Background: an optimization exercise with open tools, aiming at small area, a short achievable clock period and few clock cycles. Do not read the settings as production practice. At most, simulation tests tie the RTL to the original design; equivalence was not proved. Power is estimated from default activity; no workload was simulated.

job 101:
==> flow/design.v (excerpt) <==
module cpu_hazard(input wire clk,
           input wire rst,
           input wire enable,
           input wire start,
           output wire d_we,
           output wire [7:0] i_addr,
           output wire [7:0] d_addr,
           input  wire [15:0] i_datain,
           input  wire [15:0] d_datain,
           output wire [15:0] d_dataout,
           output wire busy
    );
==> flow/config.mk <==
export PLATFORM = sky130hd
export DESIGN_NAME = cpu_hazard
export DESIGN_NICKNAME = cpu_hazard
export VERILOG_FILES = /design/flow/design.v
export SDC_FILE = /design/flow/constraint.sdc
export NUM_CORES = 4
export LEC_CHECK = 0
export CAP_MARGIN = 20
export CORE_MARGIN = 2
export CORE_UTILIZATION = 40
export SETUP_SLACK_MARGIN = 2.5
export SLEW_MARGIN = 20
==> flow/constraint.sdc <==
create_clock -name core_clock -period 6.0 [get_ports {clk}]
set_input_delay 1.2000 -clock core_clock [delete_from_list [all_inputs] [get_ports {clk}]]
set_output_delay 1.2000 -clock core_clock [all_outputs]
set_load 0.01 [all_outputs]
standard.sh (not shown) runs the stock make flow with config.mk's settings and CLKGATE_MAP_FILE= SYNTH_SCRIPT=/design/flow/synth_recipe.tcl, a recipe that flattens the netlist after the stock synthesis.
==> flow/flow/run.sh <==
#!/bin/bash
# Layout flow: the standard ORFS flow (standard synthesis, floorplan, power grid,
# placement, CTS, routing) with two changes to how the resizer works:
#  - ports are buffered with a plain buffer (buf_4) instead of the delay cell the
#    platform picks by default;
#  - the resizer may change a cell to any equivalent cell, not only one with the
#    same footprint (MATCH_CELL_FOOTPRINT=0).
# ORFS writes each step's full log under orfs/logs; make's own output goes to flow.log.
set -euo pipefail
bash standard.sh MATCH_CELL_FOOTPRINT=0 "BUFFER_PORTS_ARGS=-buffer_cell sky130_fd_sc_hd__buf_4" finish > flow.log 2>&1
Modified inputs, job 102 compared to job 101
diff --git a/flow/design.v b/flow/design.v
--- a/flow/design.v
+++ b/flow/design.v
@@ -47,16 +47,14 @@
     reg [7:0] pc;
     reg [15:0] gr [0:7];       
     reg [7:0]  vld;            
     reg zf, nf, cf;
     reg [15:0] ex_a;           
     reg [15:0] ex_b;           
     reg [3:0]  ex_sh;          
-    reg [7:0]  ex_base;        
-    reg [3:0]  ex_off;         
     reg [7:0]  ex_wsel;        
     reg        ex_load;
     reg        ex_store;
     reg        ex_flags;       
     reg        ex_sub;         
     reg        ex_cin;         
     reg        ex_sra;         
@@ -82,42 +80,20 @@
         end
     end
     wire [16:0] carry = {kg | (kt & {16{cin}}), cin};
     wire [15:0] sum = ap ^ carry[15:0];
     wire alu_cf = ex_sub ? ~carry[16] : carry[16];
     wire alu_zf = (ap == {ao[14:0], cin});
     wire alu_nf = sum[15];
-    wire fill = ex_sra & ex_a[15];
-    reg [15:0] sx, sy;
-    integer sk, si;
-    always @(*)
-    begin
-      sx = ex_a;
-      for (sk = 0; sk < 4; sk = sk + 1)
-      begin
-        for (si = 0; si < 16; si = si + 1)
-          sy[si] = (ex_s_shl & ex_sh[sk] & ((si >= (1 << sk)) ? sx[(si - (1 << sk)) & 15] : 1'b0))
-                 | (ex_s_shr & ex_sh[sk] & ((si + (1 << sk) <= 15) ? sx[(si + (1 << sk)) & 15] : fill))
-                 | (~ex_sh[sk] & sx[si]);
-        sx = sy;
-      end
-    end
+    wire [15:0] sh_in = ex_s_shl ? rev16(ex_a) : ex_a;
+    wire [31:0] shr = {{16{ex_sra & ex_a[15]}}, sh_in} >> ex_sh;
     wire [15:0] wd = ({16{ex_s_add}} & sum) | ({16{ex_s_and}} & ag) | ({16{ex_s_or}} & ao)
-                   | ({16{ex_s_xor}} & ap) | ({16{ex_s_shr | ex_s_shl}} & sx) | ({16{ex_load}} & d_datain);
-    wire [3:0] da_p = ex_base[3:0] ^ ex_off;
-    wire [3:0] da_g = ex_base[3:0] & ex_off;
-    wire [3:0] da_t = ex_base[3:0] | ex_off;
-    wire da_c1 = da_g[0];
-    wire da_c2 = da_g[1] | ((da_t[1] & ex_base[0]) & ex_off[0]);
-    wire da_c3 = da_g[2] | (da_t[2] & da_g[1]) | (da_t[2] & da_t[1] & da_g[0]);
-    wire da_c4 = da_g[3] | (da_t[3] & da_g[2]) | (da_t[3] & da_t[2] & da_g[1])
-               | (da_t[3] & da_t[2] & da_t[1] & da_g[0]);
-    wire [3:0] da_hi = ex_base[7:4];
-    wire [3:0] da_inc = {da_hi[3] ^ (&da_hi[2:0]), da_hi[2] ^ (&da_hi[1:0]), da_hi[1] ^ da_hi[0], ~da_hi[0]};
-    assign d_addr = {da_c4 ? da_inc : da_hi, da_p ^ {da_c3, da_c2, da_c1, 1'b0}};
+                   | ({16{ex_s_xor}} & ap) | ({16{ex_s_shr}} & shr[15:0])
+                   | ({16{ex_s_shl}} & rev16(shr[15:0])) | ({16{ex_load}} & d_datain);
+    assign d_addr = add8(ex_a[7:0], {4'b0, ex_sh});
     assign d_dataout = ex_b;
     assign d_we = ex_store;
     wire zf_n = ex_flags ? alu_zf : zf;
     wire nf_n = ex_flags ? alu_nf : nf;
     wire cf_n = ex_flags ? alu_cf : cf;
     always @(posedge clk or negedge rst)
     begin
@@ -201,20 +177,17 @@
     wire [15:0] a_next = a_fwd ? wd : g_a;
     wire b_fwd = |(s_b & ex_wsel);
     wire [15:0] b_reg = {16{op_sub}} ^ (g_b | ({16{op_ldih}} & {imm8, 8'b0}) | ({16{op_imm}} & {8'b0, imm8}));
     wire [15:0] b_wd = {16{op_sub}} ^ wd;
     wire [15:0] b_next = b_fwd ? b_wd : b_reg;
     wire br_stall = op_br && |(o_rd & ex_wsel);
     wire [7:0] target = add8(g_t, imm8);
-    wire sel_z = (op[2:1] == 2'b01);
-    wire sel_n = (op[2:1] == 2'b10);
-    wire sel_c = (op[2:1] == 2'b11);
-    wire t_reg = ((sel_z & zf) | (sel_n & nf) | (sel_c & cf)) ^ op[0];
-    wire t_alu = ((sel_z & alu_zf) | (sel_n & alu_nf) | (sel_c & alu_cf)) ^ op[0];
-    wire taken = (op[2:1] == 2'b00) | (ex_flags ? t_alu : t_reg);
+    wire taken = (op == 5'b11001) || ((op == 5'b11010) && zf_n) || ((op == 5'b11011) && !zf_n)
+              || ((op == 5'b11100) && nf_n) || ((op == 5'b11101) && !nf_n)
+              || ((op == 5'b11110) && cf_n) || ((op == 5'b11111) && !cf_n);
     wire go = ex && !br_stall;      
     always @(posedge clk or negedge rst)
     begin
       if (!rst) state <= 1'b0;
       else if (!state) state <= enable & start;
       else state <= enable & ~op_halt;
     end
@@ -250,13 +223,11 @@
       ex_s_add <= op_arith;
       ex_s_and <= op_and;
       ex_s_or <= op_or;
       ex_s_xor <= op_xor;
       ex_s_shr <= op_srl || op_sra;
       ex_s_shl <= op_shl;
       ex_sh <= imm4;
-      ex_base <= (op_load || op_store) ? a_next[7:0] : 8'b0;
-      ex_off <= (op_load || op_store) ? imm4 : 4'b0;
       ex_a <= a_next;
       ex_b <= b_next;
     end
 endmodule
Findings:
- In the tables for job 102 and job 101, arithmetic-cell share of the synthesized area counting full adders, half adders and majority gates reads higher with job 102.
- Arrival time reported for the critical path endpoint: job 102 and job 101 compared, lower one is job 102
- Job 102 vs job 101 — sequential cell power dropped by a few percent
- Summary of job 102 over job 101: count of unique library cells instantiated by Yosys now smaller; per-instance average area after synthesis now larger; minimum clock period now larger; post-synthesis to final-layout area growth now smaller.
- The run with more setup slack is job 101; job 102 has less.
Testbench counts of job 102, summed over its fixed seeds: cycles 82,400.
Function not checked in job 101: the RTL went through the layout flow alone.

[port drivers added, routing unchanged]
Ports are ideal in the flow. The routed layouts listed here were re-timed in OpenROAD.
Step 1 sets driving cells, clkbuf_16 on the clock port and buf_2 on the other inputs (assumed; they add their load-dependent delay and slew).
Step 2 times the ports against the registers' clock, not the clock port: input delays grow and output delays shrink by t, the midpoint of the rising clock arrivals with the driver on.
a / b / c = no drivers / after step 1 / after step 2; a / b = the first two.
run | t (ns) | setup WS [ns] | cell pins on the clock port's net
job 101 | 0.591 | 2.542 / 2.525 / 1.955 | 1
job 102 | 0.561 | 2.425 / 2.377 / 2.041 | 1
After both steps setup and hold are still met in every run listed. The setup slack of job 101, which loses most, moves by -0.017 ns with the drivers and by -0.587 ns with both steps.
